This is an optimization exercise on Yosys and OpenROAD, whose aim is small area and a short achievable clock period, not a production implementation. Function was checked by simulation only, so behaviour that the tests miss may differ from the original.

==> inputs of run X <==
// cordic_advanced
module cordic_advanced #(
    parameter DATA_WIDTH = 18,
    parameter ANGLE_WIDTH = 32,
    parameter ITERATIONS = 18,
    parameter PIPELINE_STAGES = 18
)(
    input  wire                         clk,
    input  wire                         rst_n,
    input  wire                         enable,
    input  wire signed [DATA_WIDTH-1:0] x_in,
    input  wire signed [DATA_WIDTH-1:0] y_in,
    input  wire signed [ANGLE_WIDTH-1:0] z_in,
    input  wire                         data_valid_in,
    output wire                         data_ready_out,
    output wire signed [DATA_WIDTH:0]   x_out,
    output wire signed [DATA_WIDTH:0]   y_out,
    output wire signed [ANGLE_WIDTH-1:0] z_out,
    output wire                         data_valid_out,
    input  wire                         data_ready_in,
    output wire                         overflow,
    output wire [15:0]                  iterations_count,
    output wire [31:0]                  throughput_counter
);
    assign data_ready_out = enable;
    wire accept = enable & data_valid_in;
    wire [18:0] xe = {x_in[17], x_in};
    wire [18:0] ye = {y_in[17], y_in};
    wire [18:0] nxe = -xe;
    wire [18:0] nye = -ye;
    wire q1 = z_in[31], q0 = z_in[30];
    wire [18:0] xa = (q1 == q0) ? xe : nxe;
    wire [18:0] xb = q1 ? ye : nye;
    wire [18:0] ya = q1 ? nxe : xe;
    wire [18:0] yb = (q1 == q0) ? ye : nye;
    wire n1;
    g_nand2 u_n1 (.a(xa[0]), .b(xb[0]), .y(n1));
    wire n2;
    g_nor2 u_n2 (.a(xa[0]), .b(xb[0]), .y(n2));
    wire n3;
    g_xor2 u_n3 (.a(xa[0]), .b(xb[0]), .y(n3));
    wire n4;
    g_nand2 u_n4 (.a(xa[1]), .b(xb[1]), .y(n4));
    wire n5;
    g_nor2 u_n5 (.a(xa[1]), .b(xb[1]), .y(n5));
    wire n6;
    g_xor2 u_n6 (.a(xa[1]), .b(xb[1]), .y(n6));
    wire n7;
    g_nand2 u_n7 (.a(xa[2]), .b(xb[2]), .y(n7));
    wire n8;
    g_nor2 u_n8 (.a(xa[2]), .b(xb[2]), .y(n8));
    wire n9;
    g_xor2 u_n9 (.a(xa[2]), .b(xb[2]), .y(n9));
    wire n10;
    g_nand2 u_n10 (.a(xa[3]), .b(xb[3]), .y(n10));
    wire n11;
    g_nor2 u_n11 (.a(xa[3]), .b(xb[3]), .y(n11));
    wire n12;
    g_xor2 u_n12 (.a(xa[3]), .b(xb[3]), .y(n12));
    wire n13;
    g_nand2 u_n13 (.a(xa[4]), .b(xb[4]), .y(n13));
    wire n14;
    g_nor2 u_n14 (.a(xa[4]), .b(xb[4]), .y(n14));
    wire n15;
    g_xor2 u_n15 (.a(xa[4]), .b(xb[4]), .y(n15));
    wire n16;
  ...
Settings: LEC_CHECK=0, CAP_MARGIN=20, CORE_MARGIN=2, CORE_UTILIZATION=40, CTS_CLUSTER_DIAMETER=100, CTS_CLUSTER_SIZE=30, SLEW_MARGIN=20, SYNTH_HIERARCHICAL=1; clock period 4.5 ns.
run.sh (not shown) runs the stock make flow with config.mk's settings and CLKGATE_MAP_FILE= SYNTH_SCRIPT=/design/flow/synth_recipe.tcl, a recipe that flattens the netlist after the stock synthesis.
==> inputs of run E, as changes to run X <==
--- a/flow/config.mk
+++ b/flow/config.mk
@@ -11,4 +11,5 @@
 export CTS_CLUSTER_DIAMETER = 100
 export CTS_CLUSTER_SIZE = 30
+export SETUP_SLACK_MARGIN = 0.7
 export SLEW_MARGIN = 20
 export SYNTH_HIERARCHICAL = 1
==> inputs of run H, as changes to run X <==
--- a/flow/config.mk
+++ b/flow/config.mk
@@ -6,9 +6,9 @@
 export NUM_CORES = 4
 export LEC_CHECK = 0
-export CAP_MARGIN = 20
+export CAP_MARGIN = 5
 export CORE_MARGIN = 2
 export CORE_UTILIZATION = 40
 export CTS_CLUSTER_DIAMETER = 100
 export CTS_CLUSTER_SIZE = 30
-export SLEW_MARGIN = 20
+export SLEW_MARGIN = 5
 export SYNTH_HIERARCHICAL = 1
==> summary.txt <==
Outcome
  • Status: timing/DRC/antenna clean

Finish
  • Clock-cell share of area: 0.0175

Timing
  • Slew @ Worst Pin: 1.33 ns

Worst setup path
  • Worst r2r dst: yq11[11]
# the run above: run E

==> summary.txt <==
Worst setup path
  • Worst r2r dst: yq9[17]

Outcome
  • Status: timing/DRC/antenna clean

Finish
  • Clock-cell share of area: 0.0205
# the run above: run H

==> summary.txt <==
Outcome
  • Status: timing/DRC/antenna clean

Synthesis
  • Synthesized area: 0.0595 mm²

Floorplanning
  • Chip height: between 300 and 400 µm

Timing
  • Slew @ Worst Pin: 1.03 ns
  • Final worst setup slack: 0.179 ns

Worst setup path
  • Worst r2r dst: yq9[17]
  • Reg2reg start: dq7[0]
# the run above: run X


---

==> inputs of maple <==
cordic_advanced again, from the RTL that the note above started with.
clock: 4.5 ns
lec_check: 0
cap_margin: 20
core_margin: 2
core_utilization: 40
cts_cluster_diameter: 100
cts_cluster_size: 30
gpl_timing_driven: 0
slew_margin: 20
synth_hierarchical: 1
==> inputs of pepper, as changes to maple <==
- GPL_TIMING_DRIVEN: 0 -> not set
- SETUP_SLACK_MARGIN: not set -> 0.3
==> summary of the runs <==
Of maple and pepper, maple has the higher sequential share of layout area (gap 0.055 points).
In flip-flop and latch count, maple and pepper do not differ.
In maple the register-to-register slack is worse than in pepper, by 170 ps.
In die area, pepper and maple do not differ.
First-iteration DRC count: pepper is larger than maple (27%).
In maple the hold slack is worse than in pepper, by 97 ps.
Against maple, the wire length of pepper is larger by 7.1%.
Of maple and pepper, pepper has the higher clock-buffer cell count (gap 3).
Against pepper, the critical path depth of maple is higher by 4.
Of maple and pepper, pepper has the higher non-clock buffer count (gap 209).

separate check: timing with driven ports:
No port has a modelled driver above. Below, the same layouts with a new extraction and two added sets of constraints.
Step 1 sets driving cells, clkbuf_16 on the clock port and buf_2 on the other inputs (assumed; they add their load-dependent delay and slew).
Step 2 adds t to the input delays and takes it off the output delays; t is the mean of the earliest and latest rising clock arrival at the registers after step 1. Input paths then give back, and output paths get back, about the clock's delay inside the block.
Slacks: ideal ports / drivers / drivers and shift; pairs: ideal ports / drivers.
| run | t, ns | setup slack, ns | worst setup path at the end |
|---|---|---|---|
| run X | 0.712 | 0.179 / 0.139 / -0.346 | input to register |
| run E | 0.699 | 0.221 / 0.221 / -0.331 | input to register |
| run H | 0.712 | 0.179 / 0.139 / -0.346 | input to register |
| maple | 0.708 | 0.089 / 0.089 / -0.511 | input to register |
| pepper | 0.715 | 0.263 / 0.221 / -0.391 | input to register |
With both steps, setup timing fails in every run listed, where it was met with ideal ports. The setup slack of pepper, which loses most, moves by -0.042 ns with the drivers and by -0.654 ns with both steps.
